Background: an optimization exercise with open tools, aiming at small area, a short achievable clock period and few clock cycles. Do not read the settings as production practice. Where RTL was checked, it was by simulation tests only, not by an equivalence proof against the original. Power and IR drop assume default switching activity.

before:
==> flow/design.v <==
module mag_cmp2 (
    input  wire [30:0] a,
    input  wire [30:0] b,
    output wire [3:0]  p       
);
    assign p = {a[30:15] > b[30:15], a[30:15] < b[30:15],
                a[14:0]  > b[14:0],  a[14:0]  < b[14:0]};
endmodule
module fp_class (
    input  wire [31:0] x,
    output wire [2:0]  c
);
    assign c = {x[31], (x[30:23] == 8'hff) && (x[22:0] != 0), x[30:23] == 8'h00};
endmodule
module fp_gt_s2 (
    input  wire [3:0] p,
    input  wire [2:0] ca,
    input  wire [2:0] cb,
    output wire       a_gt_b,
    output wire       b_gt_a
);
    wire gh = p[3], lh = p[2], gl = p[1], ll = p[0];
    wire mg = gh || (!lh && gl);
    wire ml = lh || (!gh && ll);
    wire sa = ca[2], sb = cb[2];
    wire ok = !ca[1] && !cb[1] && !(ca[0] && cb[0]);
    assign a_gt_b = ok && ((!sa && sb) || (!sa && !sb && mg) || (sa && sb && ml));
    assign b_gt_a = ok && ((sa && !sb) || (!sa && !sb && ml) || (sa && sb && mg));
endmodule
module peak_finder_fp (
    input clk,
    input rst_n,
    output reg [12:0] bram_addr,
    input wire [31:0] bram_data,
    output reg [0:0]  web,
    output wire [6:0] addrb,
    output wire [44:0] dinb,
    input wire [31:0] threshold,
    input wire        start,
    output reg        done
);
    localparam T_NONE = 3'd0, T_BF = 3'd1, T_B1 = 3'd2, T_BM = 3'd3, T_BL = 3'd4,
               T_TS = 3'd5, T_TP = 3'd6, T_FIN = 3'd7;
    localparam S_IDLE = 3'd0, S_BASE = 3'd1, S_RR = 3'd2, S_RRT = 3'd3,
               S_REP = 3'd4, S_FINW = 3'd5;
    localparam D_NB = 2'd0, D_TS = 2'd1, D_LNB = 2'd2, D_BF = 2'd3;
    reg [2:0] st;
    reg [2:0] tA, tB, tC, tD;
    reg [2:0] bc;           
    reg [1:0] cd;           
    reg       fb, m0, pg0;  
    reg       last, phantom;
    reg       rrt_last;
    reg [1:0] dt;           
    reg [6:0] off;          
    reg [12:0] E;           
    reg [31:0] r1;          
    reg [3:0]  pw, pt;      
    reg [2:0]  cp, ct;      
    reg [12:0] widx;
    reg [5:0]  cnt;         
    reg        cand;
    reg        SF;          
    reg [4:0]  S;           
    reg        lastc;       
    reg        PF, PL;      
    reg [4:0]  PS;
    assign addrb = {1'b0, cnt};
    assign dinb  = {widx, r1};
    wire [3:0] pw_n, pt_n;
    mag_cmp2 m1w (.a(bram_data[30:0]), .b(r1[30:0]),        .p(pw_n));
    mag_cmp2 m1t (.a(bram_data[30:0]), .b(threshold[30:0]), .p(pt_n));
    wire [2:0] cw, ct_n;
    fp_class kw (.x(r1), .c(cw));
    fp_class kt (.x(threshold), .c(ct_n));
    wire f_wr, f_rw, f_wt, f_tw;
    fp_gt_s2 c2w (.p(pw), .ca(cw), .cb(cp), .a_gt_b(f_wr), .b_gt_a(f_rw));
    fp_gt_s2 c2t (.p(pt), .ca(cw), .cb(ct), .a_gt_b(f_wt), .b_gt_a(f_tw));
    wire confirm = (tD == T_TS) || ((tD == T_TP) && f_wr);
    wire term    = confirm && (cnt == 6'd34);
    wire bl_issue = (st == S_BASE) && (bc == 3'd1);
    wire op_ok    = (dt == D_TS) ? (cd == 2'd0) :
                    (dt == D_NB || dt == D_LNB) ? (cd != 2'd2) : 1'b1;
    wire rr_go    = (st == S_RR) && op_ok;
    wire xfer     = (tD == T_BF);
    wire pg0_n    = bl_issue ? m0 : pg0;
    wire [4:0] PS_clr = {1'b0, PS[3] & PS[4], PS[2] & (|PS[4:3]),
                         PS[1] & (|PS[4:2]), PS[0] & (|PS[4:1])};
    function [8:0] desc(input f, input [4:0] s, input l, input g0);
        casez ({f, s, l})
            7'b1??????: desc = {D_NB, g0 ? -7'sd59 : -7'sd58};
            7'b01?????: desc = {D_TS, -7'sd58};
            7'b001????: desc = {D_TS, -7'sd57};
            7'b0001???: desc = {D_TS, -7'sd56};
            7'b00001??: desc = {D_TS, -7'sd55};
            7'b000001?: desc = {D_TS, -7'sd54};
            7'b0000001: desc = {D_LNB, -7'sd52};
            default:    desc = {D_BF, 7'sd49};
        endcase
    endfunction
    reg        PF_n, PL_n;
    reg [4:0]  PS_n;
    reg [1:0]  dt_n;
    reg [6:0]  off_n;
    always @(*) begin
        PF_n = PF; PS_n = PS; PL_n = PL;
        dt_n = dt; off_n = off;
        if (xfer) begin
            PF_n = SF; PS_n = S; PL_n = lastc;
            {dt_n, off_n} = desc(SF, S, lastc, pg0_n);
        end else if (rr_go) begin
            case (dt)
                D_NB: begin
                    PF_n = 1'b0;
                    dt_n = desc(1'b0, PS, PL, 1'b0) >> 7;
                    off_n = -7'sd53;
                end
                D_TS: begin
                    PS_n = PS_clr;
                    {dt_n, off_n} = desc(1'b0, PS_clr, PL, 1'b0);
                end
                D_LNB: begin
                    PL_n = 1'b0;
                    dt_n = D_BF;
                    off_n = -7'sd53;
                end
                default: ;
            endcase
        end else if (st == S_RRT) begin
            {dt_n, off_n} = desc(1'b0, PS, PL, 1'b0);
        end
    end
    wire [12:0] rel_addr = E + {{6{off[6]}}, off};
    wire [12:0] inc_addr = bram_addr + 13'd1;
    always @(posedge clk) begin
        r1 <= bram_data;
        pw <= pw_n;
        pt <= pt_n;
        cp <= cw;
        ct <= ct_n;
        PF <= PF_n;
        PS <= PS_n;
        PL <= PL_n;
        pg0 <= pg0_n;
        dt <= dt_n;
        off <= off_n;
        if (cd != 2'd0) cd <= cd - 2'd1;
        if (tB == T_TS || tB == T_TP) widx <= bram_addr;
        if (web) cnt <= cnt + 6'd1;
        case (tD)
            T_BF: begin
                S <= 5'd0;
                cand <= f_wt;
            end
            T_B1: begin
                SF <= cand & f_rw;
                cand <= f_wt & f_wr;
            end
            T_BM: begin
                S <= {S[3:0], cand & f_rw};
                cand <= f_wt & f_wr;
            end
            T_BL: begin
                S <= {S[3:0], cand & f_rw};
                lastc <= f_wt & f_wr;
            end
            default: ;
        endcase
        case (st)
            S_IDLE: begin
                if (start) begin
                    bram_addr <= 13'd899;
                    bc <= 3'd5;
                    fb <= 1'b1; m0 <= 1'b0;
                    last <= 1'b0; phantom <= 1'b0;
                    SF <= 1'b0; S <= 5'd0; lastc <= 1'b0;
                    cnt <= 6'd0;
                end
            end
            S_BASE: begin
                bram_addr <= inc_addr;
                bc <= bc - 3'd1;
                if (bc == 3'd1) begin
                    E <= inc_addr;
                    m0 <= fb;
                    fb <= 1'b0;
                    if (bram_addr == 13'd8164) last <= 1'b1;
                end
            end
            S_RR: begin
                if (op_ok) begin
                    case (dt)
                        D_NB: begin  
                            bram_addr <= rel_addr;
                            rrt_last <= 1'b0;
                        end
                        D_TS: begin
                            bram_addr <= rel_addr;
                            cd <= 2'd2;
                        end
                        D_LNB: begin  
                            bram_addr <= rel_addr;
                            rrt_last <= 1'b1;
                        end
                        default: begin
                            if (!phantom) begin
                                bram_addr <= rel_addr;
                                bc <= 3'd4;
                                if (last) phantom <= 1'b1;
                            end
                        end
                    endcase
                end
            end
            S_RRT: begin
                bram_addr <= rrt_last ? rel_addr : inc_addr;
                cd <= 2'd2;
            end
            default: ;
        endcase
        if (!rst_n) begin
            st <= S_IDLE;
            tA <= T_NONE; tB <= T_NONE; tC <= T_NONE; tD <= T_NONE;
            web <= 1'b0;
            done <= 1'b0;
        end else begin
            tB <= tA;
            tC <= tB;
            tD <= tC;
            web <= confirm && (cnt != 6'd34);
            done <= (tD == T_FIN) || term;
            tA <= T_NONE;
            case (st)
                S_IDLE: begin
                    if (start) begin
                        tA <= T_BF;
                        st <= S_BASE;
                    end
                end
                S_BASE: begin
                    tA <= (bc == 3'd1) ? T_BL : (tA == T_BF) ? T_B1 : T_BM;
                    if (bc == 3'd1) st <= S_RR;
                end
                S_RR: begin
                    if (op_ok) begin
                        case (dt)
                            D_NB:  st <= S_RRT;
                            D_TS: begin
                                tA <= T_TS;
                                st <= S_REP;
                            end
                            D_LNB: st <= S_RRT;
                            default: begin
                                if (phantom) begin
                                    tA <= T_FIN;
                                    st <= S_FINW;
                                end else begin
                                    tA <= T_BF;
                                    st <= S_BASE;
                                end
                            end
                        endcase
                    end
                end
                S_RRT: begin
                    tA <= T_TP;
                    st <= S_REP;
                end
                S_REP: st <= S_RR;
                S_FINW: begin
                    if (tD == T_FIN) st <= S_IDLE;
                end
                default: st <= S_IDLE;
            endcase
            if (term) begin
                st <= S_IDLE;
                tA <= T_NONE; tB <= T_NONE; tC <= T_NONE; tD <= T_NONE;
            end
        end
    end
endmodule
clock: 5.0 ns
lec_check: 0
cap_margin: 20
core_margin: 2
core_utilization: 40
slew_margin: 20
standard.sh (not shown) runs the stock make flow with config.mk's settings and CLKGATE_MAP_FILE= SYNTH_SCRIPT=/design/flow/synth_recipe.tcl, a recipe that flattens the netlist after the stock synthesis.
==> flow/flow/run.sh <==
#!/bin/bash
# The standard layout (the standard.sh, standard synthesis unchanged), with
# the port buffers that placement inserts made of sky130_fd_sc_hd__buf_1
# instead of the resizer's default pick. Every port still gets its buffer.
set -euo pipefail
bash standard.sh "BUFFER_PORTS_ARGS=-buffer_cell sky130_fd_sc_hd__buf_1" finish > standard.log 2>&1
### before -> after
-- flow/design.v --
<<< before, line 77
    fp_gt_s2 c2w (.p(pw), .ca(cw), .cb(cp), .a_gt_b(f_wr), .b_gt_a(f_rw));
    fp_gt_s2 c2t (.p(pt), .ca(cw), .cb(ct), .a_gt_b(f_wt), .b_gt_a(f_tw));
    wire confirm = (tD == T_TS) || ((tD == T_TP) && f_wr);
    wire term    = confirm && (cnt == 6'd34);
    wire bl_issue = (st == S_BASE) && (bc == 3'd1);
    wire op_ok    = (dt == D_TS) ? (cd == 2'd0) :
                    (dt == D_NB || dt == D_LNB) ? (cd != 2'd2) : 1'b1;
    wire rr_go    = (st == S_RR) && op_ok;
    wire xfer     = (tD == T_BF);
>>> after, line 77
    fp_gt_s2 c2w (.p(pw), .ca(cw), .cb(cp), .a_gt_b(f_wr), .b_gt_a(f_rw));
    fp_gt_s2 c2t (.p(pt), .ca(cw), .cb(ct), .a_gt_b(f_wt), .b_gt_a(f_tw));
    wire confirm = (tC == T_TS) || ((tD == T_TP) && f_wr);
    wire term    = confirm && (cnt == 6'd34);
    wire bl_issue = (st == S_BASE) && (bc == 3'd1);
    wire op_ok    = (dt == D_TS) ? (cd == 2'd0) :
                    (dt == D_NB || dt == D_LNB) ? (cd[1] == 1'b0) : 1'b1;
    wire rr_go    = (st == S_RR) && op_ok;
    wire xfer     = (tD == T_BF);
<<< before, line 146
        off <= off_n;
        if (cd != 2'd0) cd <= cd - 2'd1;
        if (tB == T_TS || tB == T_TP) widx <= bram_addr;
        if (web) cnt <= cnt + 6'd1;
        case (tD)
>>> after, line 146
        off <= off_n;
        if (cd != 2'd0) cd <= cd - 2'd1;
        if (tA == T_TS || tB == T_TP) widx <= bram_addr;
        if (web) cnt <= cnt + 6'd1;
        case (tD)
<<< before, line 215
            S_RRT: begin
                bram_addr <= rrt_last ? rel_addr : inc_addr;
                cd <= 2'd2;
            end
            default: ;
>>> after, line 215
            S_RRT: begin
                bram_addr <= rrt_last ? rel_addr : inc_addr;
                cd <= 2'd3;
            end
            default: ;
<<< before, line 246
                        case (dt)
                            D_NB:  st <= S_RRT;
                            D_TS: begin
                                tA <= T_TS;
                                st <= S_REP;
                            end
                            D_LNB: st <= S_RRT;
                            default: begin
>>> after, line 246
                        case (dt)
                            D_NB:  st <= S_RRT;
                            D_TS: tA <= T_TS;
                            D_LNB: st <= S_RRT;
                            default: begin
==> summary.txt <==
Per the comparison of after with before, final cell count barely changed, overall via count from detail_route level, proportion of power drawn by the clock network down 2.3 points, maximum number of pins on one net before global-route repair now smaller, x dimension of the die barely changed.
Comparing before with after, the XOR/XNOR share of the synthesized area came out essentially unchanged.
No run of this note included a check of the RTL's function; only the layout flow was run.

Another version of the RTL of peak_finder_fp (not shown whole).
Size: about 770 cells after synthesis, roughly 130 I/O pins.
==> module peak_finder_fp, before the edit <==
module peak_finder_fp (
    input clk,
    input rst_n,
    output reg [12:0] bram_addr,
    input wire [31:0] bram_data,
    output reg [0:0]  web,
    output wire [6:0] addrb,
    output wire [44:0] dinb,
    input wire [31:0] threshold,
    input wire        start,
    output reg        done
);
    localparam T_NONE = 3'd0, T_BF = 3'd1, T_B1 = 3'd2, T_BM = 3'd3, T_BL = 3'd4,
               T_TS = 3'd5, T_TP = 3'd6, T_FIN = 3'd7;
    localparam S_IDLE = 3'd0, S_BASE = 3'd1, S_RR = 3'd2, S_RRT = 3'd3,
               S_REP = 3'd4, S_FINW = 3'd5;
    localparam D_NB = 2'd0, D_TS = 2'd1, D_LNB = 2'd2, D_BF = 2'd3;
    reg [2:0] st;
    reg [2:0] tA, tB, tC, tD;
    reg [2:0] bc;           
    reg [2:0] cd;           
    reg [1:0] dt;           
    reg [6:0] off;          
    reg [12:0] E;           
    reg [31:0] r1;          
    reg [3:0]  pw, pt;      
    reg [2:0]  cw, cp, ct;  
    reg [12:0] widx;
    reg [5:0]  cnt;         
    reg        cand;
    reg        SF;          
    reg [3:0]  S;           
    reg        lastc;       
    reg        PF, PL;      
    reg [3:0]  PS;
    assign addrb = {1'b0, cnt};
    assign dinb  = {widx, r1};
    wire [3:0] pw_n, pt_n;
    mag_cmp2 m1w (.a(bram_data[30:0]), .b(r1[30:0]),        .p(pw_n));
    mag_cmp2 m1t (.a(bram_data[30:0]), .b(threshold[30:0]), .p(pt_n));
    wire [2:0] cw_n, ct_n;
    fp_class kw (.x(bram_data), .c(cw_n));
    fp_class kt (.x(threshold), .c(ct_n));
    wire f_wr, f_rw, f_wt, f_tw;
    fp_gt_s2 c2w (.p(pw), .ca(cw), .cb(cp), .a_gt_b(f_wr), .b_gt_a(f_rw));
    fp_gt_s2 c2t (.p(pt), .ca(cw), .cb(ct), .a_gt_b(f_wt), .b_gt_a(f_tw));
    wire confirm = (tC == T_TS) || ((tD == T_TP) && f_wr);
    wire term    = confirm && (cnt == 6'd34);
    wire bl_issue = (st == S_BASE) && (bc == 3'd1);
    wire op_ok    = (dt == D_TS) ? !cd[0] :
                    (dt == D_NB || dt == D_LNB) ? !cd[1] : 1'b1;
    wire rr_go    = (st == S_RR) && op_ok;
    wire xfer     = (tD == T_BF);
    wire pg0      = (E == 13'd893);
    wire pg0_n    = bl_issue ? (bram_addr == 13'd956) : pg0;
    wire phantom  = (E == 13'd8154);
    wire [3:0] PS_clr = {1'b0, PS[2] & PS[3], PS[1] & (|PS[3:2]), PS[0] & (|PS[3:1])};
    function [8:0] desc(input f, input [3:0] s, input l, input g0);
        casez ({f, s, l})
            6'b1?????: desc = {D_NB, g0 ? 7'd5 : 7'd6};
            6'b01????: desc = {D_TS, 7'd7};
            6'b001???: desc = {D_TS, 7'd8};
            6'b0001??: desc = {D_TS, 7'd9};
            6'b00001?: desc = {D_TS, 7'd10};
            6'b000001: desc = {D_LNB, 7'd12};
            default:   desc = {D_BF, 7'd113};
        endcase
    endfunction
    reg        PF_n, PL_n;
    reg [3:0]  PS_n;
    reg [1:0]  dt_n;
    reg [6:0]  off_n;
    always @(*) begin
        PF_n = PF; PS_n = PS; PL_n = PL;
        dt_n = dt; off_n = off;
        if (xfer) begin
            PF_n = SF; PS_n = S; PL_n = lastc;
            {dt_n, off_n} = desc(SF, S, lastc, pg0_n);
        end else if (rr_go) begin
            case (dt)
                D_NB: begin
                    PF_n = 1'b0;
                    dt_n = desc(1'b0, PS, PL, 1'b0) >> 7;
                    off_n = pg0 ? 7'd6 : 7'd7;
                end
                D_TS: begin
                    PS_n = PS_clr;
                    {dt_n, off_n} = desc(1'b0, PS_clr, PL, 1'b0);
                end
                D_LNB: begin
                    PL_n = 1'b0;
                    dt_n = D_BF;
                    off_n = 7'd11;
                end
                default: ;
            endcase
        end else if (st == S_REP) begin
            {dt_n, off_n} = desc(1'b0, PS, PL, 1'b0);
        end
    end
    wire [12:0] rel_addr = E + {6'd0, off};
    wire [12:0] inc_addr = bram_addr + 13'd1;
    always @(posedge clk) begin
        r1 <= bram_data;
        pw <= pw_n;
        pt <= pt_n;
        cw <= cw_n;
        cp <= cw;
        ct <= ct_n;
        PF <= PF_n;
        PS <= PS_n;
        PL <= PL_n;
        dt <= dt_n;
        off <= off_n;
        cd <= {1'b0, cd[2:1]};
        if (tA == T_TS || tB == T_TP) widx <= bram_addr;
        if (web) cnt <= cnt + 6'd1;
        case (tD)
            T_BF: begin
                S <= 4'd0;
                cand <= f_wt;
            end
            T_B1: begin
                SF <= cand & f_rw;
                cand <= f_wt & f_wr;
            end
            T_BM: begin
                S <= {S[2:0], cand & f_rw};
                cand <= f_wt & f_wr;
            end
            T_BL: begin
                S <= {S[2:0], cand & f_rw};
                lastc <= f_wt & f_wr;
            end
            default: ;
        endcase
        bram_addr <= (st == S_IDLE) ? 13'd899 : (st == S_BASE) ? inc_addr : rel_addr;
        case (st)
            S_IDLE: begin  
                bc <= 3'd5;
                SF <= 1'b0; S <= 4'd0; lastc <= 1'b0;
                cnt <= 6'd0;
            end
            S_BASE: begin
                bc <= bc - 3'd1;
                if (bc == 3'd1) E <= {inc_addr[12:6] - 7'd1, inc_addr[5:0]};
            end
            S_RR: begin
                if (op_ok) begin
                    case (dt)
                        D_TS: cd <= 3'b011;
                        D_BF: begin
                            if (!phantom) bc <= 3'd4;
                        end
                    endcase
                end
            end
            S_RRT: cd <= 3'b111;
            default: ;
        endcase
        if (!rst_n) begin
            st <= S_IDLE;
            tA <= T_NONE; tB <= T_NONE; tC <= T_NONE; tD <= T_NONE;
            web <= 1'b0;
            done <= 1'b0;
        end else begin
            if (st == S_IDLE) begin
                tB <= T_NONE;
                tC <= T_NONE;
                tD <= T_NONE;
            end else begin
                tB <= tA;
                tC <= tB;
                tD <= tC;
            end
            web <= confirm && (cnt != 6'd34);
            done <= ((st == S_FINW) && (tD == T_FIN)) || term;
            tA <= T_NONE;
            case (st)
                S_IDLE: begin
                    if (start) begin
                        tA <= T_BF;
                        st <= S_BASE;
                    end
                end
                S_BASE: begin
                    tA <= (bc == 3'd1) ? T_BL : (tA == T_BF) ? T_B1 : T_BM;
                    if (bc == 3'd1) st <= S_RR;
                end
                S_RR: begin
                    if (op_ok) begin
                        case (dt)
                            D_NB:  st <= S_RRT;
                            D_TS: tA <= T_TS;
                            D_LNB: st <= S_RRT;
                            default: begin
                                if (phantom) begin
                                    tA <= T_FIN;
                                    st <= S_FINW;
                                end else begin
                                    tA <= T_BF;
                                    st <= S_BASE;
                                end
                            end
                        endcase
                    end
                end
                S_RRT: begin
                    tA <= T_TP;
                    st <= S_REP;
                end
                S_REP: st <= S_RR;
                S_FINW: begin
                    if (tD == T_FIN) st <= S_IDLE;
                end
                default: st <= S_IDLE;
            endcase
            if (term) begin
                st <= S_IDLE;
                tA <= T_NONE;
            end
        end
    end
endmodule
clock: 5.0 ns
lec_check: 0
cap_margin: 0
core_margin: 2
core_utilization: 40
cts_buf_list: sky130_fd_sc_hd__clkbuf_8
setup_slack_margin: 2.9
slew_margin: 0
Scripts as last shown in full above: flow/flow/run.sh
Testbench counts at the start, summed over its fixed seeds: cycles 20,406.
Rerun with:
--- a/flow/design.v
+++ b/flow/design.v
@@ -79,21 +79,21 @@
     wire op_ok    = (dt == D_TS) ? !cd[0] :
                     (dt == D_NB || dt == D_LNB) ? !cd[1] : 1'b1;
     wire rr_go    = (st == S_RR) && op_ok;
     wire xfer     = (tD == T_BF);
-    wire pg0      = (E == 13'd893);
+    wire pg0      = (E == 13'd892);
     wire pg0_n    = bl_issue ? (bram_addr == 13'd956) : pg0;
-    wire phantom  = (E == 13'd8154);
+    wire phantom  = (E == 13'd8153);
     wire [3:0] PS_clr = {1'b0, PS[2] & PS[3], PS[1] & (|PS[3:2]), PS[0] & (|PS[3:1])};
     function [8:0] desc(input f, input [3:0] s, input l, input g0);
         casez ({f, s, l})
-            6'b1?????: desc = {D_NB, g0 ? 7'd5 : 7'd6};
-            6'b01????: desc = {D_TS, 7'd7};
-            6'b001???: desc = {D_TS, 7'd8};
-            6'b0001??: desc = {D_TS, 7'd9};
-            6'b00001?: desc = {D_TS, 7'd10};
-            6'b000001: desc = {D_LNB, 7'd12};
-            default:   desc = {D_BF, 7'd113};
+            6'b1?????: desc = {D_NB, g0 ? 7'd6 : 7'd7};
+            6'b01????: desc = {D_TS, 7'd8};
+            6'b001???: desc = {D_TS, 7'd9};
+            6'b0001??: desc = {D_TS, 7'd10};
+            6'b00001?: desc = {D_TS, 7'd11};
+            6'b000001: desc = {D_LNB, 7'd13};
+            default:   desc = {D_BF, 7'd114};
         endcase
     endfunction
     reg        PF_n, PL_n;
     reg [3:0]  PS_n;
@@ -109,18 +109,18 @@
             case (dt)
                 D_NB: begin
                     PF_n = 1'b0;
                     dt_n = desc(1'b0, PS, PL, 1'b0) >> 7;
-                    off_n = pg0 ? 7'd6 : 7'd7;
+                    off_n = pg0 ? 7'd7 : 7'd8;
                 end
                 D_TS: begin
                     PS_n = PS_clr;
                     {dt_n, off_n} = desc(1'b0, PS_clr, PL, 1'b0);
                 end
                 D_LNB: begin
                     PL_n = 1'b0;
                     dt_n = D_BF;
-                    off_n = 7'd11;
+                    off_n = 7'd12;
                 end
                 default: ;
             endcase
         end else if (st == S_REP) begin
@@ -171,9 +171,9 @@
                 cnt <= 6'd0;
             end
             S_BASE: begin
                 bc <= bc - 3'd1;
-                if (bc == 3'd1) E <= {inc_addr[12:6] - 7'd1, inc_addr[5:0]};
+                if (bc == 3'd1) E <= {bram_addr[12:6] - 7'd1, bram_addr[5:0]};
             end
             S_RR: begin
                 if (op_ok) begin
                     case (dt)
Final area climbs by 3.0%. Die area climbs by 0.71%. Clock power climbs by 3.5%. Sequential power is about the same. Synthesized area climbs by 0.73%. Worst setup slack is worse by 0.18 ns. Total power drops by 0.37%. Global-route usage climbs by 0.83 points. Combinational power drops by 4.1%.
For the second run of this note, only the layout was checked, not whether the RTL still works.

-- separate check: timing with driven ports --
Ports are ideal in the flow. The routed layouts listed here were re-timed in OpenROAD.
Step 1 (the two cells are an assumption about what drives the block):
set clk [get_ports {clk}]
set_driving_cell -lib_cell sky130_fd_sc_hd__clkbuf_16 $clk
set_driving_cell -lib_cell sky130_fd_sc_hd__buf_2 [delete_from_list [all_inputs] $clk]
Step 2 adds t to the input delays and takes it off the output delays; t is the mean of the earliest and latest rising clock arrival at the registers after step 1. Input paths then give back, and output paths get back, about the clock's delay inside the block.
Slacks: ideal ports / drivers / drivers and shift; pairs: ideal ports / drivers.
run	t, ns	setup WS [ns]	worst register clock-pin slew, ns
before	0.468	2.533 / 2.533 / 2.156	0.07 / 0.07
after	0.463	2.333 / 2.333 / 2.333	0.06 / 0.06
the first run of note 2	0.497	2.971 / 2.930 / 2.509	0.09 / 0.09
the second run of note 2	0.489	2.792 / 2.792 / 2.459	0.09 / 0.09
After both steps setup and hold are still met in every run listed. For the first run of note 2, which loses most, drivers alone change the setup slack by -0.041 ns; drivers and shift together by -0.462 ns.
